Context: an optimization exercise on an open-source flow, tuned for small area. The choices shown serve that exercise and are no tape-out recipe.
Only simulation tests tie the RTL to the original design; equivalence was not proved.
Power is estimated from default activity; no workload was simulated.

--- flow/config.mk ---
export PLATFORM = sky130hd
export DESIGN_NAME = top_module
export DESIGN_NICKNAME = top_module
export VERILOG_FILES = /design/flow/design.v
export SDC_FILE = /design/flow/constraint.sdc
export NUM_CORES = 4
export LEC_CHECK = 0
export CAP_MARGIN = 20
export CORE_MARGIN = 2
export CORE_UTILIZATION = 70
export SLEW_MARGIN = 20
--- flow/constraint.sdc ---
create_clock -name core_clock -period 8.0 [get_ports {clk}]
set_input_delay 1.6000 -clock core_clock [delete_from_list [all_inputs] [get_ports {clk}]]
set_output_delay 1.6000 -clock core_clock [all_outputs]
set_load 0.01 [all_outputs]
--- flow/design.v ---
module spi_port (
    input wire clk,
    input wire rst,
    input wire spi_mosi,
    input wire spi_cs_n,
    output wire cap_now,           
    output wire nxt_a0,            
    output wire nxt_a1,            
    output reg [7:0] value,
    output wire a0,                
    output wire a1,                
    output wire lt8                
);
    reg [10:0] shift_reg;          
    reg [2:0] zeros;               
    reg cs_low_prev;
    reg [1:0] cls;                 
    wire nxt_lt8 = (zeros == 3'd5);
    assign nxt_a0  = nxt_lt8 & (shift_reg[10:8] == 3'd0);
    assign nxt_a1  = nxt_lt8 & (shift_reg[10:8] == 3'd1);
    assign cap_now = spi_cs_n & cs_low_prev;
    assign a0  = (cls == 2'd0);
    assign a1  = (cls == 2'd1);
    assign lt8 = (cls != 2'd3);
    always @(posedge clk) begin
        if (rst) begin
            shift_reg <= 11'b0;
            zeros <= 3'd5;
            cs_low_prev <= 1'b0;
            value <= 8'b0;
            cls <= 2'd0;
        end else begin
            cs_low_prev <= ~spi_cs_n;
            if (!spi_cs_n) begin
                shift_reg <= {shift_reg[9:0], spi_mosi};
                if (shift_reg[10]) zeros <= 3'd0;
                else if (!nxt_lt8) zeros <= zeros + 3'd1;
            end else if (cs_low_prev) begin
                value <= shift_reg[7:0];
                cls <= {~nxt_a0 & ~nxt_a1, ~nxt_a0 & (~nxt_lt8 | nxt_a1)};
            end
        end
    end
endmodule
module config_memory (
    input wire clk,
    input wire rst,
    input wire cap_now,
    input wire nxt_a0,
    input wire nxt_a1,
    input wire [7:0] value,
    input wire a0,
    input wire a1,
    input wire lt8,
    output reg [7:0] ratio,
    output reg flen_gt1
);
    reg [7:0] mem0;
    reg mem1_gt1;
    wire val_gt1 = |value[7:1];
    always @(posedge clk) begin
        if (rst) begin
            mem0 <= 8'b0;
            mem1_gt1 <= 1'b0;
            ratio <= 8'b0;
            flen_gt1 <= 1'b0;
        end else begin
            if (a0) mem0 <= value;
            if (a1) mem1_gt1 <= val_gt1;
            if (cap_now) begin
                if (nxt_a0) ratio <= lt8 ? value : 8'b0;
                if (nxt_a1) flen_gt1 <= lt8 & val_gt1;
            end else begin
                if (a0) ratio <= mem0;
                if (a1) flen_gt1 <= mem1_gt1;
            end
        end
    end
endmodule
module decimator (
    input wire clk,
    input wire rst,
    input wire [7:0] ratio,
    input wire data_1,
    input wire data_2,
    output reg out_1,
    output reg out_2,
    output reg en
);
    reg [7:0] counter;
    reg dec_clk;
    wire r1 = (ratio == 8'd1);
    wire [8:0] next = {1'b0, counter} + 9'd1;
    wire hit = (ratio != 8'd0) && (next >= {1'b0, ratio});
    always @(posedge clk) begin
        if (rst) begin
            counter <= 8'b0;
            out_1 <= 1'b0;
            out_2 <= 1'b0;
            dec_clk <= 1'b0;
            en <= 1'b0;
        end else begin
            en <= 1'b0;
            if (r1) begin
                out_1 <= data_1;
                out_2 <= data_2;
            end else if (hit) begin
                counter <= 8'b0;
                out_1 <= data_1;
                out_2 <= data_2;
                dec_clk <= ~dec_clk;
                en <= ~dec_clk;
            end else begin
                counter <= next[7:0];
            end
        end
    end
endmodule
module buffer (
    input wire clk,
    input wire rst,
    input wire en,
    input wire data_1,
    input wire data_2,
    input wire flen_gt1,
    output reg [7:0] corr,
    output reg pos,
    output reg neg
);
    reg [255:0] shift_reg_1;
    reg [255:0] shift_reg_2;
    reg seen, full;
    reg [7:0] lfsr;
    wire lfsr_home = (lfsr == 8'h01);
    reg [7:0] corr_neg;
    reg [7:0] corr_pos;
    wire v0   = seen;
    wire v255 = full;
    wire v254 = full | (seen & lfsr_home);
    wire n1_0   = v0 & shift_reg_1[0];
    wire n2_0   = v0 & shift_reg_2[0];
    wire o1_255 = v255 & shift_reg_1[255];
    wire o2_255 = v255 & shift_reg_2[255];
    wire o1_254 = v254 & shift_reg_1[254];
    wire o2_254 = v254 & shift_reg_2[254];
    function [7:0] step(input [7:0] x, input up, input dn);
        integer i;
        reg u, d;
        begin
            u = up & ~dn;
            d = dn & ~up;
            for (i = 0; i < 8; i = i + 1) begin
                step[i] = x[i] ^ (u | d);
                u = u & x[i];
                d = d & ~x[i];
            end
        end
    endfunction
    always @(posedge clk) begin
        if (en) begin
            shift_reg_1 <= {shift_reg_1[254:0], data_1};
            shift_reg_2 <= {shift_reg_2[254:0], data_2};
        end
    end
    always @(posedge clk) begin
        if (rst) begin
            seen <= 1'b0;
            full <= 1'b0;
            lfsr <= 8'h01;
            corr_neg <= 8'b0;
            corr_pos <= 8'b0;
        end else if (en) begin
            seen <= 1'b1;
            if (v254) full <= 1'b1;
            lfsr <= {lfsr[6:0], lfsr[7] ^ lfsr[5] ^ lfsr[4] ^ lfsr[3]};
            if (flen_gt1) begin
                corr_neg <= step(corr_neg, n1_0 ^ data_2, o1_255 ^ o2_254);
                corr_pos <= step(corr_pos, data_1 ^ n2_0, o1_254 ^ o2_255);
            end
        end
    end
    always @(posedge clk or posedge rst) begin
        if (rst) begin
            corr <= 8'b0;
            pos <= 1'b0;
            neg <= 1'b0;
        end else if (en) begin
            corr <= step(corr, data_1 ^ data_2, o1_255 ^ o2_255);
            neg <= corr_neg < corr_pos;
            pos <= corr_pos < corr_neg;
        end
    end
endmodule
module top_module(
    input wire clk,
    input wire rst,
    input wire spi_mosi,
    input wire spi_cs_n,
    input wire mic_data_1,
    input wire mic_data_2,
    output wire [7:0] out,
    output wire pos,
    output wire neg
);
    wire cap_now, nxt_a0, nxt_a1;
    wire [7:0] value;
    wire a0, a1, lt8;
    wire [7:0] ratio;
    wire flen_gt1;
    wire dec_1, dec_2, dec_en;
    spi_port u_spi_port (
        .clk(clk), .rst(rst), .spi_mosi(spi_mosi), .spi_cs_n(spi_cs_n),
        .cap_now(cap_now), .nxt_a0(nxt_a0), .nxt_a1(nxt_a1),
        .value(value), .a0(a0), .a1(a1), .lt8(lt8)
    );
    config_memory u_memory (
        .clk(clk), .rst(rst), .cap_now(cap_now), .nxt_a0(nxt_a0), .nxt_a1(nxt_a1),
        .value(value), .a0(a0), .a1(a1), .lt8(lt8),
        .ratio(ratio), .flen_gt1(flen_gt1)
    );
    decimator u_decimator (
        .clk(clk), .rst(rst), .ratio(ratio), .data_1(mic_data_1), .data_2(mic_data_2),
        .out_1(dec_1), .out_2(dec_2), .en(dec_en)
    );
    buffer u_buffer (
        .clk(clk), .rst(rst), .en(dec_en | (ratio == 8'd1)),
        .data_1(dec_1), .data_2(dec_2), .flen_gt1(flen_gt1),
        .corr(out), .pos(pos), .neg(neg)
    );
endmodule
--- flow/flow/run.sh ---
#!/bin/bash
# The standard ORFS layout, with two changes: clock tree synthesis without
# dummy loads, and port buffers of the smallest buffer cell.
set -euo pipefail
export CTS_ARGS="-sink_clustering_enable -repair_clock_nets -buf_list sky130_fd_sc_hd__clkbuf_8 -sink_clustering_size 23 -sink_clustering_max_diameter 50 -dont_use_dummy_load"
export BUFFER_PORTS_ARGS="-buffer_cell sky130_fd_sc_hd__buf_1"
bash standard.sh finish > standard_flow.log 2>&1
--- flow/standard.sh ---
#!/bin/bash
# synth_recipe.tcl (not shown) runs the flow's synth.tcl, then flattens the netlist and writes it again
# the make line also repeats each setting of config.mk as NAME=value (left out here)
make -C /OpenROAD-flow-scripts/flow DESIGN_CONFIG=/design/flow/config.mk WORK_HOME=/design/flow/orfs CLKGATE_MAP_FILE= SYNTH_SCRIPT=/design/flow/synth_recipe.tcl "${@:-finish}"
==> results by group, run 1 <==
Outcome
  • Status: finished clean

Detailed routing
  • DRT Wirelength: 23.9 mm
  • Wire per inst: 16.4 µm
  • Post-DRT Antenna Nets: 0
  • Drt pass-1 iters: 5
  • Via Count: 8054
  • DRC errors left: 0
  • Starting DRT DRC Count: 737
  • Vias per cell: 5.54

Synth
  • Top FF cell, synth: edfxtp_1
  • Yosys top cell by area: edfxtp_1
  • Yosys top cell area share: 77.5%
  • Post-Syn Nets: 1063
  • Avg Inst Size Synth: 19.2 µm²
  • Post-synth ARST share: 1.66%
  • Ys Warns: 4
  • Number of flops mapped to enable cells by yosys: 512
  • Seq/Total Area, Yosys: 87.0%
  • Area contributors post-synth: edfxtp_1, dfxtp_1, ha_1
  • Post-Syn Instances: 1032
  • Synth Register Bits: 603
  • Post-Syn Area: 19800 µm²
  • Synth unique cells: 52

STA
  • Final min period: 3090 ps
  • Final TNS setup: 0 ps
  • Final hold viol count: 0
  • Slew Viols, Final: 0
  • Final setup fails: 0
  • Tcrit/Tclk final: 38.6%
  • Slew headroom: 35.2%
  • RSZ-0062 raised after global routing: false
  • Skew final: 65.0 ps
  • Worst-margin pin slew: 972 ps
  • Achievable frequency: 0.324 GHz

Power
  • Clock power share: 19.6%
  • Internal power: 4.88 mW
  • Power Dens Cells: 303 nW/µm²
  • VDD IR max: 0.229 mV
  • Switching pwr: 1.45 mW
  • Lkg Pwr: 6.84 nW
  • Flop pwr share: 71.8%
  • Power, Total: 6.32 mW
  • Comb power frac: 8.6%
  • Sw frac: 22.9%

GRT
  • Total gr overflow: 0
  • Initial antenna violation count: 0
  • Pin count of the biggest net entering global routing: 199
  • First-pass GRT wire length: 37.8 mm
  • Vias in the first global route: 7338
  • GRT Util Overall: 16.4%

Clock tree
  • Clock sinks: 603
  • Clock Pin Slew Worst Setup and Hold Paths: 120 ps
  • TritonCTS clock tree: done
  • Worst skew pair latency: 570 ps
  • H-tree depth: 2
  • CTS root buf: clkbuf_8
  • Postcts setup bufs: 0
  • Clk buf depth: 3
  • Cts hold-fix bufs: 0
  • TritonCTS buffer count: 39
  • # resized after CTS: 0

Floorplanning
  • Die width: 172 µm
  • Io pins: 16
  • Core box area: 27900 µm²
  • Cell Rows: 61
  • Die ar.: 29700 µm²
  • Die Ht: 172 µm
  • Starting density of the core: 71.2%

Critical path
  • WS Path Type: reg -> reg
  • CP Data Required Time: 8160 ps
  • WP data arrival: 3250 ps
  • Startpoint Class: register
  • Worst Setup End Kind: register
  • Max Fanout on Critical Path: 198

Layout
  • Share of cells above drive strength 1: 5.49%
  • N_diodes: 0
  • Final net count: 1108
  • Area growth, synth to finish: 5.37%

Min path
  • Worst hold path type: reg -> reg

Placed design
  • RePlAce Congestion: 0.752
  • Port bufs: 15
  • Final HPWL DP: 12.1 mm

Flow run
  • Maxcap violations: 0
final cells by class:
class | instances | area, µm²
Sequential cell | 603 | 17200
Tap cell | 378 | 473
Timing Repair Buffer | 22 | 110
Multi-Input combinational cell | 382 | 2400
Fill cell | 1581 | 6960
Inverter | 29 | 125
Clock buffer | 39 | 537
synth_stat cells, drive strengths merged, types with 3 or more instances:
master,count
nor2b,4
nand3,9
or3,9
and3,5
nor2,69
clkbuf,14
a21o,3
nand2b,3
edfxtp,512
nand4,3
and4,3
nand2,56
a211oi,10
buf,4
mux2i,24
nor4,3
dfrtp,10
inv,28
o21ai,32
and2,4
nor3,10
xor2,14
a21oi,42
ha,25
a31oi,6
a22oi,9
xnor2,16
a22o,5
dfxtp,81
final timing paths:
kind,from,to,slack [ps],cells after the start
hold reg to reg,u_buffer.shift_reg_2[54],u_buffer.shift_reg_2[55],380,0
hold / removal,u_buffer.shift_reg_2[54],u_buffer.shift_reg_2[55],380,0
min in group asynchronous,rst,u_buffer.corr[0],1540,3
setup reg to reg,u_memory.ratio[3],u_buffer.shift_reg_1[17],4910,5
max in group asynchronous,rst,u_buffer.pos,6040,3
setup / recovery,u_memory.ratio[3],u_buffer.shift_reg_1[17],4910,5
cells by family after synthesis:
logic type	after synthesis	synth area share (%)
compound gates	116	3.51
fa+ha+maj	25	1.58
flops	603	87.0
xor+xnor	30	1.32
simple gates	185	4.36
mux	26	1.32
buf+inv	47	0.940
cell usage in the layout (no fill, tap or decap), drive strengths merged, types with 6 or more instances in the layout:
cell    netlist  layout
a211oi       10      10
nor3         10      10
xor2         14      14
nor2         69      69
buf           4      21
a22oi         9       9
dfrtp        10      10
mux2i        24      24
inv          28      29
o21ai        32      32
nand3         9       9
dfxtp        81      81
xnor2        16      16
clkbuf       14      40
or3           9       9
edfxtp      512     512
a31oi         6       6
a21oi        42      42
nand2        56      56
ha           25      25
stage by stage:
| stage | cell area, µm² | hold WS [ps] | setup WS (ps) | utilization [%] | instances |
|---|---|---|---|---|---|
| final | 20900 | 379 | 4910 | 75.0 | 1453 |
| after global routing | 20900 | 387 | 4630 | 75.0 | 1453 |
| after global placement | 20400 | 401 | 4430 | 73.1 | 1414 |
| after CTS | 20900 | 380 | 4930 | 75.0 | 1453 |
| after floorplan | 19800 | 400 | 318 | - | 1032 |
| after detailed placement | 20400 | 405 | 4360 | 73.1 | 1414 |
power groups by stage:
stage / clock (mW) / sequential [mW] / combinational, mW
detailed placement: 0 / 4.59 / 0.562
global route: 1.40 / 4.60 / 0.626
floorplan: 0 / 4.70 / 0.416
CTS: 1.30 / 4.55 / 0.556
finish: 1.24 / 4.54 / 0.544
global placement: 0 / 4.59 / 0.547
routing by layer:
layer / track usage (%) / vias to the layer above / routed length [µm]
met5: 0 / - / 0
met4: 4.35 / 0 / 422
met3: 3.48 / 36 / 1070
met2: 21.3 / 125 / 9590
met1: 28.6 / 3955 / 12800
li1: - / 3938 / -
worst max-delay path: stages (launching register included):
cell     delay [ps]
dfxtp_1         340
nor4_2          410
a31oi_2         140
buf_4           250
inv_16          450
buf_4           900
==> inputs of run 2 (changes only) <==
--- a/flow/design.v
+++ b/flow/design.v
@@ -29,4 +29,3 @@
             cs_low_prev <= 1'b0;
-            value <= 8'b0;
-            cls <= 2'd0;
+            cls <= 2'd3;
         end else begin
@@ -38,3 +37,2 @@
             end else if (cs_low_prev) begin
-                value <= shift_reg[7:0];
                 cls <= {~nxt_a0 & ~nxt_a1, ~nxt_a0 & (~nxt_lt8 | nxt_a1)};
@@ -43,2 +41,4 @@
     end
+    always @(posedge clk)
+        if (cap_now) value <= shift_reg[7:0];
 endmodule
==> flow/flow/run.sh (replaced) <==
#!/bin/bash
# The standard ORFS layout, with two changes: clock tree synthesis without
# dummy loads, and port buffers of the smallest buffer cell.
set -euo pipefail
export CTS_ARGS="-sink_clustering_enable -repair_clock_nets -buf_list sky130_fd_sc_hd__clkbuf_8 -sink_clustering_size 20 -sink_clustering_max_diameter 80 -balance_levels -dont_use_dummy_load"
export BUFFER_PORTS_ARGS="-buffer_cell sky130_fd_sc_hd__buf_1"
bash standard.sh finish > standard_flow.log 2>&1
--- a/flow/config.mk
+++ b/flow/config.mk
@@ -9,3 +9,3 @@
 export CORE_MARGIN = 2
-export CORE_UTILIZATION = 70
+export CORE_UTILIZATION = 80
 export SLEW_MARGIN = 20
==> results by group, run 2 <==
Outcome
  • Failing step: 3_5_place_dp
  • Status: aborted with a tool error (was finished clean)
  • First Err: [ERROR DPL-0033] detailed placement checks failed during check placement.

Placed design
  • RePlAce Congestion: 0.854 (was 0.752)
  • Port bufs: 15 (unchanged)
  • Final HPWL DP: 19.6 mm (was 12.1 mm)

Synth
  • Yosys top cell by area: edfxtp_1 (unchanged)
  • Post-Syn Nets: 1033 (was 1063)
  • Post-synth ARST share: 1.66% (unchanged)
  • Yosys top cell area share: 78.9% (was 77.5%)
  • Ys Warns: 4 (unchanged)
  • Area contributors post-synth: edfxtp_1, dfxtp_1, ha_1 (unchanged)
  • Post-synth top cells: edfxtp_1, dfxtp_1, nor2_1, nand2_1, a21oi_1 (unchanged)
  • Count leader, synth: edfxtp_1 (unchanged)
  • Synth Register Bits: 603 (unchanged)
  • Seq/Total Area, Yosys: 87.5% (was 87.0%)
  • Post-Syn Instances: 1002 (was 1032)
  • Number of flops mapped to enable cells by yosys: 520 (was 512)
  • Top FF cell, synth: edfxtp_1 (unchanged)
  • Post-Syn Area: 19800 µm² (about the same)
  • Synth unique cells: 53 (was 52)
  • Avg Inst Size Synth: 19.8 µm² (was 19.2 µm²)

Floorplanning
  • Die width: 161 µm (was 172 µm)
  • Die Ht: 161 µm (was 172 µm)
  • Starting density of the core: 81.4% (was 71.2%)
  • Cell Rows: 57 (was 61)
  • Io pins: 16 (unchanged)
run 2: changes by cell type after synthesis, sizes merged, moves of 2 or more:
| cell | delta |
|---|---|
| a21oi | -8 |
| a221oi | +6 |
| a22oi | -7 |
| a31oi | +2 |
| and2 | -2 |
| clkbuf | -2 |
| dfxtp | -8 |
| edfxtp | +8 |
| nand2 | -13 |
| nor2 | -6 |
| nor3 | -3 |
run 2: how the worst max path moves through the flow:
| stage | startpoint | endpoint | cells after the start |
|---|---|---|---|
| floorplan | u_memory.ratio[4] | u_buffer.neg | 4 |
| global placement | spi_cs_n | u_memory.ratio[0] | 6 |
run 2: logic make-up after synthesis:
kind of cell    synth area share [%]
compound gates                  3.44
xor+xnor                        1.33
fa+ha+maj                       1.58
buf+inv                        0.929
flops                           87.5
mux                             1.33
simple gates                    3.89
run 2: through the flow:
stage	power [mW]	setup slack (ps)
global placement	5.09	3810
floorplan	5.11	343
run 2: power by group through the flow:
stage	clock network, mW	registers, mW	logic (mW)
global placement	0	4.54	0.548
floorplan	0	4.67	0.443
==> inputs of run 3 (changes only) <==
--- a/flow/config.mk
+++ b/flow/config.mk
@@ -9,3 +9,4 @@
 export CORE_MARGIN = 2
-export CORE_UTILIZATION = 80
+export CORE_UTILIZATION = 85
+export PLACE_DENSITY = 0.9
 export SLEW_MARGIN = 20
==> results by group, run 3 <==
Outcome
  • Status: aborted with a tool error (unchanged)
  • Failing step: 3_5_place_dp (unchanged)
  • First Err: [ERROR DPL-0033] detailed placement checks failed during check placement. (unchanged)

Synth
  • Area contributors post-synth: edfxtp_1, dfxtp_1, ha_1 (unchanged)
  • Post-synth ARST share: 1.66% (unchanged)
  • Yosys top cell area share: 78.9% (unchanged)
  • Number of flops mapped to enable cells by yosys: 520 (unchanged)
  • Post-Syn Area: 19800 µm² (unchanged)
  • Post-Syn Nets: 1033 (unchanged)
  • Synth unique cells: 53 (unchanged)
  • Avg Inst Size Synth: 19.8 µm² (unchanged)
  • Synth Register Bits: 603 (unchanged)
  • Count leader, synth: edfxtp_1 (unchanged)
  • Seq/Total Area, Yosys: 87.5% (unchanged)
  • Post-Syn Instances: 1002 (unchanged)
  • Top FF cell, synth: edfxtp_1 (unchanged)
  • Ys Warns: 4 (unchanged)
  • Yosys top cell by area: edfxtp_1 (unchanged)
  • Post-synth top cells: edfxtp_1, dfxtp_1, nor2_1, nand2_1, a21oi_1 (unchanged)

Floorplanning
  • Starting density of the core: 86.9% (was 81.4%)
  • Cell Rows: 55 (was 57)
  • Die Ht: 157 µm (was 161 µm)
  • Die width: 157 µm (was 161 µm)
  • Io pins: 16 (unchanged)

Placed design
  • Final HPWL DP: 21.7 mm (was 19.6 mm)
  • RePlAce Congestion: 0.873 (was 0.854)
  • Port bufs: 15 (unchanged)
-- run 3: cell counts after synthesis --
Identical to the previous run, type by type.
-- run 3: metrics by stage --
step / instance area, µm² / hold WS [ps] / std cells / power [mW] / setup slack, ps
after floorplan: 19800 / 400 / 1002 / 5.11 / 343
after global placement: 20200 / 402 / 1318 / 5.12 / 3710
-- run 3: how the worst max path moves through the flow --
stage                   endpoint  slack [ps]  cells after the start
2_1_floorplan       u_buffer.neg         340                      4
3_3_place_gp   u_memory.ratio[0]        3710                      6
-- run 3: power groups by stage --
stage | logic [mW] | registers, mW | clock network (mW)
after global placement | 0.574 | 4.54 | 0
after floorplan | 0.443 | 4.67 | 0
-- run 3: cells by family after synthesis --
family / Yosys count / synth area share, %
buf+inv: 46 / 0.929
xor+xnor: 30 / 1.33
simple gates: 162 / 3.89
compound gates: 110 / 3.44
mux: 26 / 1.33
flops: 603 / 87.5
fa+ha+maj: 25 / 1.58
==> inputs of run 4 (changes only) <==
--- a/flow/config.mk
+++ b/flow/config.mk
@@ -9,4 +9,3 @@
 export CORE_MARGIN = 2
-export CORE_UTILIZATION = 85
-export PLACE_DENSITY = 0.9
+export CORE_UTILIZATION = 70
 export SLEW_MARGIN = 20
==> results by group, run 4 <==
Power
  • Flop pwr share: 71.3%
  • Switching pwr: 1.48 mW
  • VDD IR max: 0.237 mV
  • Lkg Pwr: 6.78 nW
  • Power Dens Cells: 303 nW/µm²
  • Clock power share: 19.2%
  • Internal power: 4.83 mW
  • Sw frac: 23.5%
  • Comb power frac: 9.5%

Clock tree
  • TritonCTS buffer count: 36
  • Clock sinks: 603
  • TritonCTS clock tree: done
  • CTS root buf: clkbuf_8
  • Worst skew pair latency: 550 ps
  • Clock Pin Slew Worst Setup and Hold Paths: 120 ps
  • Clk buf depth: 3
  • # resized after CTS: 0
  • Postcts setup bufs: 0
  • H-tree depth: 2
  • Cts hold-fix bufs: 0

Floorplanning
  • Core box area: 27800 µm²
  • Die ar.: 29600 µm²
  • Die Ht: 172 µm (was 157 µm)
  • Starting density of the core: 71.3% (was 86.9%)
  • Cell Rows: 61 (was 55)
  • Io pins: 16 (unchanged)
  • Die width: 172 µm (was 157 µm)

Critical path
  • WP buf/inv: 1
  • RR Endpoint: u_buffer.corr[5]
  • Reg-to-reg startpoint: u_memory.ratio[3]
  • Max Fanout on Critical Path: 19
  • R2r worst-path depth: 7
  • Startpoint Class: primary input
  • WP data arrival: 4210 ps
  • CP Data Required Time: 8460 ps
  • WS Path Type: in -> reg
  • CP Cell Sequence: buf_1 -> nand2_1 -> a21oi_1 -> a221oi_1 -> a211oi_1
  • Reg2reg setup slack: 4710 ps
  • Critical path's largest stage delay: 760 ps
  • Worst Setup End Kind: register
  • Top Family by Delay on Critical Path: compound AO/OA/AOI/OAI gates
  • Slowest CP cell: a21oi_1

STA
  • Final hold viol count: 0
  • Slew Viols, Final: 0
  • Final setup margin: 4250 ps
  • RSZ-0062 raised after global routing: false
  • Worst-margin pin slew: 1010 ps
  • Slew headroom: 33.0%
  • Final setup fails: 0
  • Skew final: 61.5 ps
  • Final min period: 3750 ps
  • Tcrit/Tclk final: 46.9%
  • Final TNS setup: 0 ps
  • Achievable frequency: 0.267 GHz

Layout
  • Most common cell after layout, fill and taps aside: edfxtp_1
  • Cell area after layout: 20800 µm²
  • Most frequent cells in the layout: edfxtp_1, dfxtp_1, nor2_1
  • N_diodes: 0
  • Share of cells above drive strength 1: 5.28%
  • Area growth, synth to finish: 5.30%
  • Final net count: 1075
  • Post-route non-filler standard cell count: 1420

GRT
  • GRT Util Overall: 17.6%
  • Vias in the first global route: 7813
  • First-pass GRT wire length: 40.5 mm
  • Total gr overflow: 0
  • Initial antenna violation count: 0
  • Pin count of the biggest net entering global routing: 253

Outcome
  • Status: finished clean (was aborted with a tool error)

Synth
  • Post-synth top cells: edfxtp_1, dfxtp_1, nor2_1, nand2_1, a21oi_1 (unchanged)
  • Post-synth ARST share: 1.66% (unchanged)
  • Synth Register Bits: 603 (unchanged)
  • Seq/Total Area, Yosys: 87.5% (unchanged)
  • Number of flops mapped to enable cells by yosys: 520 (unchanged)
  • Synth unique cells: 53 (unchanged)
  • Post-Syn Nets: 1033 (unchanged)
  • Ys Warns: 4 (unchanged)
  • Post-Syn Instances: 1002 (unchanged)
  • Yosys top cell area share: 78.9% (unchanged)
  • Top FF cell, synth: edfxtp_1 (unchanged)
  • Yosys top cell by area: edfxtp_1 (unchanged)
  • Avg Inst Size Synth: 19.8 µm² (unchanged)
  • Post-Syn Area: 19800 µm² (unchanged)
  • Area contributors post-synth: edfxtp_1, dfxtp_1, ha_1 (unchanged)
  • Count leader, synth: edfxtp_1 (unchanged)

Placed design
  • Inst Count DP: 1382
  • Final HPWL DP: 13.5 mm (was 21.7 mm)
  • Post-Place Worst Slack: 3470 ps
  • Dpl cell area: 20300 µm²
  • RePlAce Congestion: 0.795 (was 0.873)
  • Port bufs: 15 (unchanged)

Detailed routing
  • DRT Wirelength: 26.0 mm
  • Via Count: 8181
  • Drt pass-1 iters: 5
  • Starting DRT DRC Count: 786
  • Wire per inst: 18.3 µm
  • Vias per cell: 5.76
  • Post-DRT Antenna Nets: 0
  • DRC errors left: 0

Min path
  • Worst hold path type: reg -> reg
  • Hold endpoint: u_spi_port.value[3]
  • Hold Path Depth: 0
  • Worst Min Path Start: u_spi_port.shift_reg[3]

Flow run
  • Maxcap violations: 0
## run 4: cell counts after synthesis
Identical to the previous run, type by type.
## run 4: kinds of logic (layout without fill, tap and decap cells)
logic type               Yosys count  count (layout)  share of synthesized area (%)
adder cells (fa/ha/maj)           25              25                           1.58
AO/OA/AOI/OAI                    110             110                           3.44
buffers and inverters             46              86                          0.929
XOR/XNOR                          30              30                           1.33
AND/OR/NAND/NOR                  162             162                           3.89
flip-flops                       603             603                           87.5
multiplexers                      26              26                           1.33
## run 4: worst max-delay path by stage
stage | start | end | slack (ps) | depth (start not counted)
2_1_floorplan | u_memory.ratio[4] | u_buffer.neg | 340 | 4
3_3_place_gp | spi_cs_n | u_memory.ratio[0] | 3790 | 6
3_5_place_dp | spi_cs_n | u_memory.ratio[3] | 3470 | 5
4_1_cts | spi_cs_n | u_memory.ratio[3] | 4080 | 5
5_1_grt | spi_cs_n | u_memory.flen_gt1 | 4060 | 5
6_report | spi_cs_n | u_memory.ratio[3] | 4250 | 5
## run 4: cell type report
type	instances	area, µm²
multi-input cells	353	2300
flip-flops and latches	603	17300
clock buffers	36	495
repair buffers	21	133
fillers	1565	6930
inverters	29	125
well taps	378	473
## run 4: power groups by stage
stage | combinational (mW) | sequential [mW] | clock, mW
floorplan | 0.443 | 4.67 | 0
global placement | 0.560 | 4.54 | 0
detailed placement | 0.604 | 4.55 | 0
CTS | 0.593 | 4.52 | 1.26
global route | 0.682 | 4.56 | 1.37
finish | 0.600 | 4.50 | 1.21
## run 4: through the flow
step           util [%]  power, mW  hold WS (ps)
2_1_floorplan         -       5.11           400
3_3_place_gp       73.1       5.10           406
3_5_place_dp       73.1       5.16           405
4_1_cts            74.9       6.37           395
5_1_grt            75.0       6.61           407
6_report           75.0       6.31           401
## run 4: worst reg2reg max path: cells and delay by family, from the launching register on
kind / cells / cell delay (ps)
AO/OA/AOI/OAI: 2 / 710
XOR/XNOR: 1 / 180
buffers and inverters: 3 / 1590
flip-flops: 1 / 350
AND/OR/NAND/NOR: 1 / 380
## run 4: per-layer routing
layer  GRT usage [%]  share of wire (%)  vias to the layer above
met5               0                  0                        -
met4            5.44                2.3                        0
met3            3.04                3.7                       47
met2            27.4                 46                      136
met1            26.3                 48                     4151
li1                -                  -                     3847
==> inputs of run 5 (changes only) <==
--- a/flow/design.v
+++ b/flow/design.v
@@ -164,2 +164,3 @@
     end
+    wire en_sums = en & flen_gt1;
     always @(posedge clk) begin
@@ -169,4 +170,2 @@
             lfsr <= 8'h01;
-            corr_neg <= 8'b0;
-            corr_pos <= 8'b0;
         end else if (en) begin
@@ -175,6 +174,9 @@
             lfsr <= {lfsr[6:0], lfsr[7] ^ lfsr[5] ^ lfsr[4] ^ lfsr[3]};
-            if (flen_gt1) begin
-                corr_neg <= step(corr_neg, n1_0 ^ data_2, o1_255 ^ o2_254);
-                corr_pos <= step(corr_pos, data_1 ^ n2_0, o1_254 ^ o2_255);
-            end
+        end
+        if (rst) begin
+            corr_neg <= 8'b0;
+            corr_pos <= 8'b0;
+        end else begin
+            corr_neg <= step(corr_neg, en_sums & (n1_0 ^ data_2), en_sums & (o1_255 ^ o2_254));
+            corr_pos <= step(corr_pos, en_sums & (data_1 ^ n2_0), en_sums & (o1_254 ^ o2_255));
         end
@@ -186,6 +188,8 @@
             neg <= 1'b0;
-        end else if (en) begin
-            corr <= step(corr, data_1 ^ data_2, o1_255 ^ o2_255);
-            neg <= corr_neg < corr_pos;
-            pos <= corr_pos < corr_neg;
+        end else begin
+            corr <= step(corr, en & (data_1 ^ data_2), en & (o1_255 ^ o2_255));
+            if (en) begin
+                neg <= corr_neg < corr_pos;
+                pos <= corr_pos < corr_neg;
+            end
         end
==> results by group, run 5 <==
STA
  • Final setup fails: 0 (unchanged)
  • Slew headroom: 28.5% (was 33.0%)
  • Final TNS setup: 0 ps (unchanged)
  • Final hold viol count: 0 (unchanged)
  • Skew final: 55.8 ps (was 61.5 ps)
  • Achievable frequency: 0.226 GHz (was 0.267 GHz)
  • RSZ-0062 raised after global routing: false (unchanged)
  • Slew Viols, Final: 0 (unchanged)
  • Worst-margin pin slew: 1070 ps (was 1010 ps)
  • Final min period: 4420 ps (was 3750 ps)
  • Tcrit/Tclk final: 55.2% (was 46.9%)

Clock tree
  • TritonCTS clock tree: done (unchanged)
  • Postcts setup bufs: 0 (unchanged)
  • Clk buf depth: 3 (unchanged)
  • Clock sinks: 603 (unchanged)
  • H-tree depth: 2 (unchanged)
  • TritonCTS buffer count: 36 (unchanged)
  • # resized after CTS: 0 (unchanged)
  • Clock Pin Slew Worst Setup and Hold Paths: 110 ps (was 120 ps)
  • Worst skew pair latency: 560 ps (was 550 ps)
  • CTS root buf: clkbuf_8 (unchanged)
  • Cts hold-fix bufs: 0 (unchanged)

Synth
  • Post-synth top cells: edfxtp_1, dfxtp_1, nand2_1, nor2_1, a21oi_1 (was edfxtp_1, dfxtp_1, nor2_1, nand2_1, a21oi_1)
  • Yosys top cell by area: edfxtp_1 (unchanged)
  • Area contributors post-synth: edfxtp_1, dfxtp_1, ha_1 (unchanged)
  • Post-Syn Nets: 1043 (was 1033)
  • Top FF cell, synth: edfxtp_1 (unchanged)
  • Post-Syn Area: 19900 µm² (was 19800 µm²)
  • Post-Syn Instances: 1012 (was 1002)
  • Synth unique cells: 55 (was 53)
  • Avg Inst Size Synth: 19.6 µm² (was 19.8 µm²)
  • Ys Warns: 4 (unchanged)
  • Synth Register Bits: 603 (unchanged)
  • Number of flops mapped to enable cells by yosys: 520 (unchanged)
  • Seq/Total Area, Yosys: 87.2% (was 87.5%)
  • Yosys top cell area share: 78.6% (was 78.9%)
  • Post-synth ARST share: 1.66% (unchanged)
  • Count leader, synth: edfxtp_1 (unchanged)

Critical path
  • Worst Setup End Kind: register (unchanged)
  • WS Path Type: reg -> reg (was in -> reg)
  • CP Data Required Time: 8180 ps (was 8460 ps)
  • Startpoint Class: register (was primary input)
  • Max Fanout on Critical Path: 210 (was 19)
  • WP data arrival: 4600 ps (was 4210 ps)

Detailed routing
  • Starting DRT DRC Count: 631 (was 786)
  • Post-DRT Antenna Nets: 0 (unchanged)
  • Wire per inst: 17.0 µm (was 18.3 µm)
  • DRC errors left: 0 (unchanged)
  • Via Count: 8112 (was 8181)
  • DRT Wirelength: 24.4 mm (was 26.0 mm)
  • Vias per cell: 5.68 (was 5.76)
  • Drt pass-1 iters: 5 (unchanged)

GRT
  • First-pass GRT wire length: 38.3 mm (was 40.5 mm)
  • Vias in the first global route: 7474 (was 7813)
  • Total gr overflow: 0 (unchanged)
  • GRT Util Overall: 16.7% (was 17.6%)
  • Initial antenna violation count: 0 (unchanged)
  • Pin count of the biggest net entering global routing: 211 (was 253)

Power
  • VDD IR max: 0.195 mV (was 0.237 mV)
  • Lkg Pwr: 6.80 nW (was 6.78 nW)
  • Power Dens Cells: 318 nW/µm² (was 303 nW/µm²)
  • Power, Total: 6.65 mW (was 6.31 mW)

Layout
  • Cell area after layout: 20900 µm² (was 20800 µm²)
  • Post-route non-filler standard cell count: 1429 (was 1420)
  • N_diodes: 0 (unchanged)
  • Area growth, synth to finish: 5.17% (was 5.30%)
  • Final net count: 1084 (was 1075)
  • Most common cell after layout, fill and taps aside: edfxtp_1 (unchanged)
  • Share of cells above drive strength 1: 5.23% (was 5.28%)
  • Most frequent cells in the layout: edfxtp_1, dfxtp_1, nand2_1 (was edfxtp_1, dfxtp_1, nor2_1)
  • Layout fillers: 1559 (was 1565)

Floorplanning
  • Cell Rows: 61 (unchanged)
  • Io pins: 16 (unchanged)
  • Die Ht: 172 µm (about the same)
  • Die width: 172 µm (about the same)
  • Core box area: 27900 µm² (was 27800 µm²)
  • Starting density of the core: 71.3% (about the same)
  • Die ar.: 29700 µm² (was 29600 µm²)

Placed design
  • RePlAce Congestion: 0.786 (was 0.795)
  • Inst Count DP: 1392 (was 1382)
  • Dpl cell area: 20400 µm² (was 20300 µm²)
  • Port bufs: 15 (unchanged)
  • Final HPWL DP: 12.2 mm (was 13.5 mm)

Min path
  • Worst hold path type: reg -> reg (unchanged)

Flow run
  • Maxcap violations: 0 (unchanged)

Outcome
  • Status: finished clean (unchanged)
## run 5: critical path, stage by stage, from the launching register on
cell and delay, ps:
dfxtp_1 330, or4_4 530, nor4_2 140, buf_4 220, a21oi_1 80, buf_4 210, inv_8 580, buf_12 770
buf_4 950
## run 5: layout make-up
type	count	area, µm²	share of cell area, %
clock buffer	36	495	2.37
inverter	29	116	0.557
multi-input combinational	360	2350	11.2
sequential	603	17300	82.9
tap	378	473	2.26
timing repair buffer	23	134	0.641
## run 5: worst paths after layout
check | slack [ps] | from | cells after the start | endpoint
min reg2reg | 360 | u_buffer.shift_reg_2[77] | 0 | u_buffer.shift_reg_2[78]
max reg2reg | 3580 | u_memory.ratio[2] | 8 | u_buffer.shift_reg_1[107]
min in group asynchronous | 1540 | rst | 3 | u_buffer.corr[0]
min | 360 | u_buffer.shift_reg_2[77] | 0 | u_buffer.shift_reg_2[78]
max | 3580 | u_memory.ratio[2] | 8 | u_buffer.shift_reg_1[107]
max in group asynchronous | 6050 | rst | 3 | u_buffer.pos
## run 5: stage by stage
step	util (%)	setup WS [ps]	hold slack (ps)
after global routing	75.0	3190	360
after detailed placement	73.2	3520	405
final	75.0	3580	358
after floorplan	-	1440	400
after CTS	75.0	3560	355
after global placement	73.2	3590	401
## run 5: layer usage
layer  track usage, %  routed length [µm]  up-vias
met5                0                   0        -
met4             4.57                 488        0
li1                 -                   -     3882
met3             3.18                 980       37
met1             28.1               13100     4068
met2             22.6                9820      125
## run 5: cells by family (layout without fill, tap and decap cells)
group                    count (synthesis)  in the layout  synth area share, %
multiplexers                            16             16                0.819
adder cells (fa/ha/maj)                 25             25                 1.57
flip-flops                             603            603                 87.2
XOR/XNOR                                41             41                 1.81
AND/OR/NAND/NOR                        173            173                 4.26
AO/OA/AOI/OAI                          105            105                 3.35
buffers and inverters                   49             88                0.964
## run 5: report_power, final
part | internal [mW] | leakage (nW) | switching, mW | total (mW)
sequential | 4.53 | 5.51 | 0.257 | 4.79
clock | 0.409 | 0.259 | 0.802 | 1.21
combinational | 0.127 | 1.03 | 0.520 | 0.647
total | 5.07 | 6.80 | 1.58 | 6.65
==> inputs of run 6 (changes only) <==
==> flow/flow/run.sh (replaced) <==
#!/bin/bash
# The standard ORFS layout, with two changes: clock tree synthesis without
# dummy loads, and port buffers of the smallest buffer cell.
set -euo pipefail
export CTS_ARGS="-sink_clustering_enable -repair_clock_nets -buf_list sky130_fd_sc_hd__clkbuf_8 -sink_clustering_size 20 -sink_clustering_max_diameter 60 -dont_use_dummy_load"
export BUFFER_PORTS_ARGS="-buffer_cell sky130_fd_sc_hd__buf_1"
bash standard.sh finish > standard_flow.log 2>&1
==> results by group, run 6 <==
Power
  • Lkg Pwr: 6.82 nW (was 6.80 nW)
  • VDD IR max: 0.205 mV (was 0.195 mV)
  • Power Dens Cells: 319 nW/µm² (was 318 nW/µm²)

STA
  • Worst-margin pin slew: 1060 ps (was 1070 ps)
  • Slew headroom: 29.6% (was 28.5%)
  • Tcrit/Tclk final: 54.1% (was 55.2%)
  • Skew final: 43.1 ps (was 55.8 ps)
  • Achievable frequency: 0.231 GHz (was 0.226 GHz)
  • Final TNS setup: 0 ps (unchanged)
  • Final setup fails: 0 (unchanged)
  • Final min period: 4330 ps (was 4420 ps)
  • RSZ-0062 raised after global routing: false (unchanged)
  • Slew Viols, Final: 0 (unchanged)
  • Final hold viol count: 0 (unchanged)

Clock tree
  • TritonCTS buffer count: 38 (was 36)
  • Clk buf depth: 3 (unchanged)
  • Worst skew pair latency: 560 ps (about the same)
  • H-tree depth: 2 (unchanged)
  • # resized after CTS: 0 (unchanged)
  • CTS root buf: clkbuf_8 (unchanged)
  • TritonCTS clock tree: done (unchanged)
  • Clock Pin Slew Worst Setup and Hold Paths: 110 ps (about the same)
  • Postcts setup bufs: 0 (unchanged)
  • Clock sinks: 603 (unchanged)
  • Cts hold-fix bufs: 0 (unchanged)

Layout
  • N_diodes: 0 (unchanged)
  • Final net count: 1086 (was 1084)
  • Share of cells above drive strength 1: 5.41% (was 5.23%)
  • Most frequent cells in the layout: edfxtp_1, dfxtp_1, nand2_1 (unchanged)
  • Final Util: 75.1% (was 75.0%)
  • Most common cell after layout, fill and taps aside: edfxtp_1 (unchanged)
  • Area growth, synth to finish: 5.31% (was 5.17%)
  • Layout fillers: 1555 (was 1559)

Synth
  • Post-synth ARST share: 1.66% (unchanged)
  • Yosys top cell by area: edfxtp_1 (unchanged)
  • Synth Register Bits: 603 (unchanged)
  • Post-Syn Instances: 1012 (unchanged)
  • Post-Syn Area: 19900 µm² (unchanged)
  • Post-Syn Nets: 1043 (unchanged)
  • Synth unique cells: 55 (unchanged)
  • Ys Warns: 4 (unchanged)
  • Area contributors post-synth: edfxtp_1, dfxtp_1, ha_1 (unchanged)
  • Top FF cell, synth: edfxtp_1 (unchanged)
  • Post-synth top cells: edfxtp_1, dfxtp_1, nand2_1, nor2_1, a21oi_1 (unchanged)
  • Avg Inst Size Synth: 19.6 µm² (unchanged)
  • Seq/Total Area, Yosys: 87.2% (unchanged)
  • Number of flops mapped to enable cells by yosys: 520 (unchanged)
  • Count leader, synth: edfxtp_1 (unchanged)
  • Yosys top cell area share: 78.6% (unchanged)

Critical path
  • Reg2reg setup slack: 3670 ps (was 3580 ps)
  • Worst Setup End Kind: register (unchanged)
  • WS Path Type: reg -> reg (unchanged)
  • Startpoint Class: register (unchanged)
  • Max Fanout on Critical Path: 210 (unchanged)
  • WP data arrival: 4510 ps (was 4600 ps)
  • CP Data Required Time: 8180 ps (about the same)

GRT
  • Initial antenna violation count: 0 (unchanged)
  • Pin count of the biggest net entering global routing: 211 (unchanged)
  • Total gr overflow: 0 (unchanged)
  • GRT Util Overall: 16.7% (about the same)
  • Vias in the first global route: 7557 (was 7474)
  • First-pass GRT wire length: 38.3 mm (about the same)

Min path
  • Worst hold path type: reg -> reg (unchanged)

Placed design
  • Final HPWL DP: 12.2 mm (unchanged)
  • Port bufs: 15 (unchanged)
  • RePlAce Congestion: 0.786 (unchanged)

Detailed routing
  • Via Count: 8180 (was 8112)
  • Wire per inst: 16.9 µm (was 17.0 µm)
  • Starting DRT DRC Count: 713 (was 631)
  • DRC errors left: 0 (unchanged)
  • DRT Wirelength: 24.2 mm (was 24.4 mm)
  • Vias per cell: 5.72 (was 5.68)
  • Post-DRT Antenna Nets: 0 (unchanged)
  • Drt pass-1 iters: 5 (unchanged)

Floorplanning
  • Cell Rows: 61 (unchanged)
  • Core box area: 27900 µm² (unchanged)
  • Io pins: 16 (unchanged)
  • Starting density of the core: 71.3% (unchanged)
  • Die width: 172 µm (unchanged)
  • Die Ht: 172 µm (unchanged)
  • Die ar.: 29700 µm² (unchanged)

Outcome
  • Status: finished clean (unchanged)

Flow run
  • Maxcap violations: 0 (unchanged)
run 6: cell count changes in the layout (fill, tap and decap cells not counted), sizes merged:
cell | before | now
clkbuf | 37 | 39
run 6: cells by family (layout without fill, tap and decap cells):
| group | Yosys count | after routing | share of synthesized area, % |
|---|---|---|---|
| mux | 16 | 16 | 0.819 |
| flops | 603 | 603 | 87.2 |
| buf+inv | 49 | 90 | 0.964 |
| simple gates | 173 | 173 | 4.26 |
| xor+xnor | 41 | 41 | 1.81 |
| compound gates | 105 | 105 | 3.35 |
| fa+ha+maj | 25 | 25 | 1.57 |
run 6: worst paths after layout:
check	endpoint	cells after the start	from
min in group asynchronous	u_buffer.corr[2]	3	rst
worst max-delay path	u_buffer.shift_reg_1[158]	8	u_memory.ratio[2]
worst max register to register	u_buffer.shift_reg_1[158]	8	u_memory.ratio[2]
max in group asynchronous	u_buffer.corr[4]	3	rst
worst min-delay path	u_buffer.shift_reg_1[15]	0	u_buffer.shift_reg_1[14]
worst min register to register	u_buffer.shift_reg_1[15]	0	u_buffer.shift_reg_1[14]
run 6: area by class of cell:
class	instances	area [µm²]	area share, %
Inverter	29	116	0.556
Multi-Input combinational cell	360	2350	11.2
Timing Repair Buffer	23	134	0.640
Sequential cell	603	17300	82.8
Clock buffer	38	523	2.50
Tap cell	378	473	2.26
run 6: routing by layer:
layer / global-route usage [%] / vias to the layer above / part of all wire, %
li1: - / 3885 / -
met4: 5.04 / 0 / 2.1
met1: 27.7 / 4095 / 53
met2: 23.0 / 158 / 41
met5: 0 / - / 0
met3: 2.84 / 42 / 3.7
run 6: metrics by stage:
stage | area (µm²) | power, mW | hold WS [ps] | worst slack (ps) | instances
finish | 20900 | 6.67 | 396 | 3670 | 1431
global route | 20900 | 6.99 | 399 | 3250 | 1431
CTS | 20900 | 6.75 | 394 | 3630 | 1430
detailed placement | 20400 | 5.50 | 405 | 3520 | 1392
global placement | 20400 | 5.48 | 401 | 3590 | 1392
floorplan | 19900 | 5.33 | 400 | 1440 | 1012
run 6: critical path, cell delays in order (launching register included):
cell     delay [ps]
dfxtp_1         310
or4_4           530
nor4_2          140
buf_4           230
a21oi_1          80
buf_4           210
inv_8           560
buf_12          810
buf_4           950
run 6: where the power goes:
part	internal (mW)	switching [mW]	leakage, nW
logic	0.127	0.520	1.03
clock network	0.431	0.802	0.273
registers	4.53	0.256	5.51
==> inputs of run 7 (changes only) <==
==> flow/flow/run.sh (replaced) <==
#!/bin/bash
# The standard ORFS layout, with these changes:
# - synthesis maps the logic with an area-oriented ABC script (flow/abc.script)
#   in place of ORFS's delay-oriented one; everything else in synthesis,
#   including the register mapping, is the standard synthesis;
# - clock tree synthesis without dummy loads, with clkbuf_8 clusters;
# - port buffers of the smallest buffer cell.
set -euo pipefail
here=$(pwd)
rm -rf "$here/scripts_abc"
cp -r "$FLOW_HOME/scripts" "$here/scripts_abc"
cp "$here/flow/abc.script" "$here/scripts_abc/abc_speed.script"
bash standard.sh SCRIPTS_DIR="$here/scripts_abc" synth > synth_flow.log 2>&1
export CTS_ARGS="-sink_clustering_enable -repair_clock_nets -buf_list sky130_fd_sc_hd__clkbuf_8 -sink_clustering_size 20 -sink_clustering_max_diameter 60 -dont_use_dummy_load"
export BUFFER_PORTS_ARGS="-buffer_cell sky130_fd_sc_hd__buf_1"
bash standard.sh finish > standard_flow.log 2>&1
==> flow/flow/abc.script (new file) <==
strash
dch -f
amap
topo
stime -c
==> results by group, run 7 <==
Outcome
  • Status: finished clean (unchanged)

Detailed routing
  • DRC errors left: 0 (unchanged)
  • Drt pass-1 iters: 5 (unchanged)
  • Via Count: 7902 (was 8180)
  • Wire per inst: 16.3 µm (was 16.9 µm)
  • Vias per cell: 5.52 (was 5.72)
  • Starting DRT DRC Count: 650 (was 713)
  • Post-DRT Antenna Nets: 0 (unchanged)
  • DRT Wirelength: 23.4 mm (was 24.2 mm)

STA
  • Worst-margin pin slew: 1100 ps (was 1060 ps)
  • Final setup margin: 3950 ps (was 3670 ps)
  • Tcrit/Tclk final: 50.6% (was 54.1%)
  • Skew final: 61.0 ps (was 43.1 ps)
  • Final TNS setup: 0 ps (unchanged)
  • Slew headroom: 26.7% (was 29.6%)
  • Final min period: 4050 ps (was 4330 ps)
  • Final hold viol count: 0 (unchanged)
  • Final setup fails: 0 (unchanged)
  • Achievable frequency: 0.247 GHz (was 0.231 GHz)
  • Slew Viols, Final: 0 (unchanged)
  • RSZ-0062 raised after global routing: false (unchanged)
  • Worst slack on hold paths: 375 ps (was 396 ps)

Synth
  • Area contributors post-synth: edfxtp_1, dfxtp_1, ha_1 (unchanged)
  • Avg Inst Size Synth: 19.6 µm² (about the same)
  • Synth unique cells: 38 (was 55)
  • Yosys top cell by area: edfxtp_1 (unchanged)
  • Synth Register Bits: 603 (unchanged)
  • Seq/Total Area, Yosys: 88.8% (was 87.2%)
  • Post-synth top cells: edfxtp_1, nor2_1, clkinv_1, dfxtp_1 (was edfxtp_1, dfxtp_1, nand2_1, nor2_1, a21oi_1)
  • Post-Syn Instances: 994 (was 1012)
  • Post-Syn Nets: 1025 (was 1043)
  • Post-Syn Area: 19500 µm² (was 19900 µm²)
  • Post-synth ARST share: 1.66% (unchanged)
  • Yosys top cell area share: 80.0% (was 78.6%)
  • Count leader, synth: edfxtp_1 (unchanged)
  • Ys Warns: 4 (unchanged)
  • Number of flops mapped to enable cells by yosys: 520 (unchanged)
  • Top FF cell, synth: edfxtp_1 (unchanged)

Layout
  • Layout fillers: 1614 (was 1555)
  • Most common cell after layout, fill and taps aside: edfxtp_1 (unchanged)
  • Multi-input gate area: 1920 µm² (was 2350 µm²)
  • Share of cells above drive strength 1: 4.46% (was 5.41%)
  • Most frequent cells in the layout: edfxtp_1, nor2_1, dfxtp_1 (was edfxtp_1, dfxtp_1, nand2_1)
  • Final net count: 1086 (unchanged)
  • Area growth, synth to finish: 5.89% (was 5.31%)
  • N_diodes: 0 (unchanged)
  • Storage element area: 17300 µm² (unchanged)

Clock tree
  • Worst skew pair latency: 560 ps (about the same)
  • Clock sinks: 603 (unchanged)
  • Clock Pin Slew Worst Setup and Hold Paths: 100 ps (was 110 ps)
  • Clk buf depth: 3 (unchanged)
  • TritonCTS buffer count: 39 (was 38)
  • Cts hold-fix bufs: 0 (unchanged)
  • CTS root buf: clkbuf_8 (unchanged)
  • Postcts setup bufs: 0 (unchanged)
  • H-tree depth: 2 (unchanged)
  • TritonCTS clock tree: done (unchanged)
  • # resized after CTS: 0 (unchanged)

Flow run
  • Maxcap violations: 0 (unchanged)

Placed design
  • Post-Place Worst Slack: 3460 ps (was 3520 ps)
  • RePlAce Congestion: 0.748 (was 0.786)
  • Port bufs: 15 (unchanged)
  • Final HPWL DP: 11.8 mm (was 12.2 mm)

Floorplanning
  • Starting density of the core: 70.7% (was 71.3%)
  • Die Ht: 171 µm (was 172 µm)
  • Die width: 171 µm (was 172 µm)
  • Core box area: 27600 µm² (was 27900 µm²)
  • Cell Rows: 61 (unchanged)
  • Io pins: 16 (unchanged)
  • Die ar.: 29200 µm² (was 29700 µm²)

Critical path
  • Worst Setup End Kind: register (unchanged)
  • WP data arrival: 4450 ps (was 4510 ps)
  • Startpoint Class: primary input (was register)
  • WS Path Type: in -> reg (was reg -> reg)
  • CP Data Required Time: 8390 ps (was 8180 ps)
  • Max Fanout on Critical Path: 22 (was 210)

Power
  • VDD IR max: 0.168 mV (was 0.205 mV)
  • Power Dens Cells: 232 nW/µm² (was 319 nW/µm²)
  • Lkg Pwr: 6.49 nW (was 6.82 nW)

Min path
  • Worst hold path type: reg -> reg (unchanged)

GRT
  • Pin count of the biggest net entering global routing: 210 (was 211)
  • First-pass GRT wire length: 36.3 mm (was 38.3 mm)
  • Vias in the first global route: 7170 (was 7557)
  • GRT Util Overall: 16.0% (was 16.7%)
  • Initial antenna violation count: 0 (unchanged)
  • Total gr overflow: 0 (unchanged)
## run 7: cell count changes after synthesis, moves of 18 or more
cell,before,now
nand2_1,51,33
clkinv_1,0,73
nor2_1,50,83
inv_1,25,0
a22oi_1,2,33
xnor2_1,23,0
## run 7: logic make-up after synthesis
group / Yosys count / share of synthesized area (%)
flip-flops: 603 / 88.8
AND/OR/NAND/NOR: 152 / 3.31
AO/OA/AOI/OAI: 139 / 4.83
buffers and inverters: 73 / 1.40
adder cells (fa/ha/maj): 25 / 1.60
XOR/XNOR: 2 / 0.0898
## run 7: routing by layer
layer	global-route usage, %	wire length [µm]	vias to the layer above
met3	3.10	954	45
met5	0	0	-
li1	-	-	3883
met2	20.9	9220	127
met4	5.05	515	0
met1	27.6	12700	3847
## run 7: area by class of cell
| class | instances | share of cell area (%) |
|---|---|---|
| repair buffers | 20 | 0.539 |
| well taps | 378 | 2.29 |
| inverters | 73 | 1.45 |
| multi-input cells | 318 | 9.30 |
| clock buffers | 39 | 2.60 |
| flip-flops and latches | 603 | 83.8 |
## run 7: worst paths after layout
check	end	slack, ps	cells past startpoint	from
worst max register to register	u_buffer.corr_pos[7]	4280	16	u_memory.ratio[2]
min in group asynchronous	u_buffer.corr[3]	1500	3	rst
worst min-delay path	u_buffer.shift_reg_1[23]	380	0	u_buffer.shift_reg_1[22]
worst max-delay path	u_memory.ratio[7]	3950	7	spi_cs_n
worst min register to register	u_buffer.shift_reg_1[23]	380	0	u_buffer.shift_reg_1[22]
max in group asynchronous	u_buffer.corr[1]	6080	3	rst
## run 7: worst max-delay path, stage by stage
cell and delay (ps):
buf_1 250, nand2_1 240, clkinv_1 520, o21ai_0 980, clkinv_1 490, a22oi_1 290, nor2_1 60
## run 7: power by group
part           total [mW]  internal (mW)  switching, mW
clock                1.24          0.441          0.803
sequential           3.45           3.43         0.0194
combinational      0.0966         0.0304         0.0662
total                4.79           3.90          0.888
## run 7: stage by stage
stage	power (mW)	util [%]	cells	instance area [µm²]
finish	4.79	74.8	1431	20700
global route	4.96	74.8	1431	20700
CTS	4.85	74.8	1431	20700
detailed placement	3.61	72.9	1392	20100
global placement	3.61	72.8	1392	20100
floorplan	3.58	-	994	19500
==> inputs of run 8 (changes only) <==
--- a/flow/flow/run.sh
+++ b/flow/flow/run.sh
@@ -13,3 +13,3 @@
 bash standard.sh SCRIPTS_DIR="$here/scripts_abc" synth > synth_flow.log 2>&1
-export CTS_ARGS="-sink_clustering_enable -repair_clock_nets -buf_list sky130_fd_sc_hd__clkbuf_8 -sink_clustering_size 20 -sink_clustering_max_diameter 60 -dont_use_dummy_load"
+export CTS_ARGS="-sink_clustering_enable -repair_clock_nets -buf_list sky130_fd_sc_hd__clkbuf_8 -sink_clustering_size 22 -sink_clustering_max_diameter 60 -dont_use_dummy_load"
 export BUFFER_PORTS_ARGS="-buffer_cell sky130_fd_sc_hd__buf_1"
==> results by group, run 8 <==
Power
  • Power Dens Cells: 231 nW/µm² (was 232 nW/µm²)
  • Power, Total: 4.76 mW (was 4.79 mW)
  • Sw frac: 18.5% (was 18.6%)
  • Internal power: 3.88 mW (was 3.90 mW)
  • Comb power frac: 2.0% (about the same)
  • VDD IR max: 0.164 mV (was 0.168 mV)
  • Clock power share: 25.5% (was 26.0%)
  • Flop pwr share: 72.4% (was 72.0%)
  • Lkg Pwr: 6.47 nW (was 6.49 nW)
  • Switching pwr: 0.882 mW (was 0.888 mW)

Layout
  • Most common cell after layout, fill and taps aside: edfxtp_1 (unchanged)
  • Share of cells above drive strength 1: 4.28% (was 4.46%)
  • Layout fillers: 1632 (was 1614)
  • Most frequent cells in the layout: edfxtp_1, nor2_1, dfxtp_1 (unchanged)
  • Area growth, synth to finish: 5.75% (was 5.89%)
  • Post-route non-filler standard cell count: 1429 (was 1431)
  • N_diodes: 0 (unchanged)
  • Final net count: 1084 (was 1086)

GRT
  • Total gr overflow: 0 (unchanged)
  • Pin count of the biggest net entering global routing: 210 (unchanged)
  • Initial antenna violation count: 0 (unchanged)
  • Vias in the first global route: 7186 (was 7170)
  • GRT Util Overall: 16.0% (about the same)
  • First-pass GRT wire length: 36.2 mm (was 36.3 mm)

Synth
  • Area contributors post-synth: edfxtp_1, dfxtp_1, ha_1 (unchanged)
  • Yosys top cell area share: 80.0% (unchanged)
  • Synth unique cells: 38 (unchanged)
  • Post-synth ARST share: 1.66% (unchanged)
  • Post-Syn Area: 19500 µm² (unchanged)
  • Post-synth top cells: edfxtp_1, nor2_1, clkinv_1, dfxtp_1 (unchanged)
  • Ys Warns: 4 (unchanged)
  • Count leader, synth: edfxtp_1 (unchanged)
  • Top FF cell, synth: edfxtp_1 (unchanged)
  • Seq/Total Area, Yosys: 88.8% (unchanged)
  • Avg Inst Size Synth: 19.6 µm² (unchanged)
  • Synth Register Bits: 603 (unchanged)
  • Yosys top cell by area: edfxtp_1 (unchanged)
  • Post-Syn Nets: 1025 (unchanged)
  • Number of flops mapped to enable cells by yosys: 520 (unchanged)
  • Post-Syn Instances: 994 (unchanged)

Critical path
  • WP data arrival: 4400 ps (was 4450 ps)
  • Startpoint Class: primary input (unchanged)
  • Max Fanout on Critical Path: 22 (unchanged)
  • WS Path Type: in -> reg (unchanged)
  • CP Data Required Time: 8390 ps (about the same)
  • Worst Setup End Kind: register (unchanged)

STA
  • Slew headroom: 29.2% (was 26.7%)
  • Final hold viol count: 0 (unchanged)
  • Final setup fails: 0 (unchanged)
  • Worst-margin pin slew: 1060 ps (was 1100 ps)
  • RSZ-0062 raised after global routing: false (unchanged)
  • Skew final: 47.4 ps (was 61.0 ps)
  • Slew Viols, Final: 0 (unchanged)
  • Achievable frequency: 0.249 GHz (was 0.247 GHz)
  • Worst slack on hold paths: 367 ps (was 375 ps)
  • Final TNS setup: 0 ps (unchanged)
  • Final min period: 4010 ps (was 4050 ps)
  • Tcrit/Tclk final: 50.1% (was 50.6%)

Floorplanning
  • Core box area: 27600 µm² (unchanged)
  • Io pins: 16 (unchanged)
  • Starting density of the core: 70.7% (unchanged)
  • Die ar.: 29200 µm² (unchanged)
  • Die Ht: 171 µm (unchanged)
  • Cell Rows: 61 (unchanged)
  • Die width: 171 µm (unchanged)

Clock tree
  • Clock sinks: 603 (unchanged)
  • Postcts setup bufs: 0 (unchanged)
  • # resized after CTS: 0 (unchanged)
  • TritonCTS clock tree: done (unchanged)
  • Cts hold-fix bufs: 0 (unchanged)
  • CTS root buf: clkbuf_8 (unchanged)
  • Clock Pin Slew Worst Setup and Hold Paths: 110 ps (was 100 ps)
  • Clk buf depth: 3 (unchanged)
  • Worst skew pair latency: 550 ps (was 560 ps)
  • H-tree depth: 2 (unchanged)
  • TritonCTS buffer count: 37 (was 39)

Placed design
  • Final HPWL DP: 11.8 mm (unchanged)
  • Port bufs: 15 (unchanged)
  • RePlAce Congestion: 0.748 (unchanged)
  • Inst Count DP: 1392 (unchanged)

Detailed routing
  • Vias per cell: 5.53 (was 5.52)
  • Wire per inst: 16.2 µm (was 16.3 µm)
  • Post-DRT Antenna Nets: 0 (unchanged)
  • DRT Wirelength: 23.2 mm (was 23.4 mm)
  • DRC errors left: 0 (unchanged)
  • Drt pass-1 iters: 5 (unchanged)
  • Via Count: 7899 (was 7902)
  • Starting DRT DRC Count: 682 (was 650)

Flow run
  • Maxcap violations: 0 (unchanged)

Outcome
  • Status: finished clean (unchanged)

Min path
  • Worst hold path type: reg -> reg (unchanged)
## run 8: power groups by stage
stage	Clock (mW)	Sequential (mW)	Combinational (mW)
6_report	1.22	3.45	0.0973
5_1_grt	1.37	3.45	0.110
4_1_cts	1.28	3.45	0.0975
3_5_place_dp	0	3.52	0.0975
3_3_place_gp	0	3.52	0.0939
2_1_floorplan	0	3.52	0.0679
## run 8: layout make-up
type | count | area, µm² | area share (%)
clock buffers | 37 | 509 | 2.47
inverters | 73 | 300 | 1.45
multi-input cells | 318 | 1920 | 9.31
flip-flops and latches | 603 | 17300 | 83.9
well taps | 378 | 473 | 2.29
repair buffers | 20 | 111 | 0.539
## run 8: routing by layer
| metal | global-route usage [%] | vias up | part of all wire, % | routed length (µm) |
|---|---|---|---|---|
| met2 | 21.0 | 105 | 40 | 9310 |
| met1 | 27.5 | 3890 | 55 | 12600 |
| li1 | - | 3872 | - | - |
| met5 | 0 | - | 0 | 0 |
| met4 | 4.79 | 0 | 1.7 | 384 |
| met3 | 3.03 | 32 | 3.7 | 857 |
## run 8: worst max-delay path, cell delays in order
cell and delay, ps:
buf_1 250, nand2_1 230, clkinv_1 510, o21ai_0 960
clkinv_1 480, a22oi_1 290, nor2_1 60
## run 8: metrics by stage
step | util, % | instance area [µm²] | setup WS, ps
finish | 74.7 | 20600 | 3990
global route | 74.7 | 20600 | 3780
CTS | 74.7 | 20600 | 4050
detailed placement | 72.9 | 20100 | 3460
global placement | 72.8 | 20100 | 3720
floorplan | - | 19500 | 2110
## run 8: worst paths after layout
path,slack (ps),end,cells past startpoint,startpoint
worst max-delay path,3990,u_memory.ratio[7],7,spi_cs_n
worst min-delay path,370,u_buffer.shift_reg_1[23],0,u_buffer.shift_reg_1[22]
worst max register to register,4290,u_buffer.corr_pos[7],17,u_memory.ratio[1]
worst min register to register,370,u_buffer.shift_reg_1[23],0,u_buffer.shift_reg_1[22]
max in group asynchronous,6090,u_buffer.corr[1],3,rst
min in group asynchronous,1510,u_buffer.corr[5],3,rst
## run 8: logic make-up (layout without fill, tap and decap cells)
kind of cell / count (synthesis) / after routing / share of synthesized area (%)
fa+ha+maj: 25 / 25 / 1.60
flops: 603 / 603 / 88.8
xor+xnor: 2 / 2 / 0.0898
buf+inv: 73 / 130 / 1.40
simple gates: 152 / 152 / 3.31
compound gates: 139 / 139 / 4.83

[separate check: timing with driven ports]
No port has a modelled driver above. Below, the same layouts with a new extraction and two added sets of constraints. Step 1, drivers: a clkbuf_16 drives clk and a buf_2 each remaining input, both assumed. Step 2, shift: input delay + t, output delay - t, t = (earliest + latest rising clock arrival at the registers) / 2. This alone moves slack from input paths to output paths. Three values: ideal ports, drivers, drivers and shift; two values: the first two.
run	shift t [ns]	slack for setup (ns)	worst hold slack (ns)	worst setup path after step 2
run 1	0.589	4.911 / 4.911 / 4.394	0.379 / 0.379 / 0.379	input to register
run 4	0.581	4.250 / 4.262 / 3.681	0.401 / 0.401 / 0.401	input to register
run 5	0.582	3.584 / 3.584 / 3.584	0.358 / 0.358 / 0.358	register to register
run 6	0.582	3.675 / 3.675 / 3.675	0.396 / 0.396 / 0.396	register to register
run 7	0.584	3.948 / 3.978 / 3.394	0.375 / 0.375 / 0.375	input to register
run 8	0.575	3.989 / 4.015 / 3.440	0.367 / 0.367 / 0.367	input to register
After both steps every run listed still meets setup and hold. For run 4, which loses most, drivers alone change the setup slack by +0.012 ns; drivers and shift together by -0.569 ns.
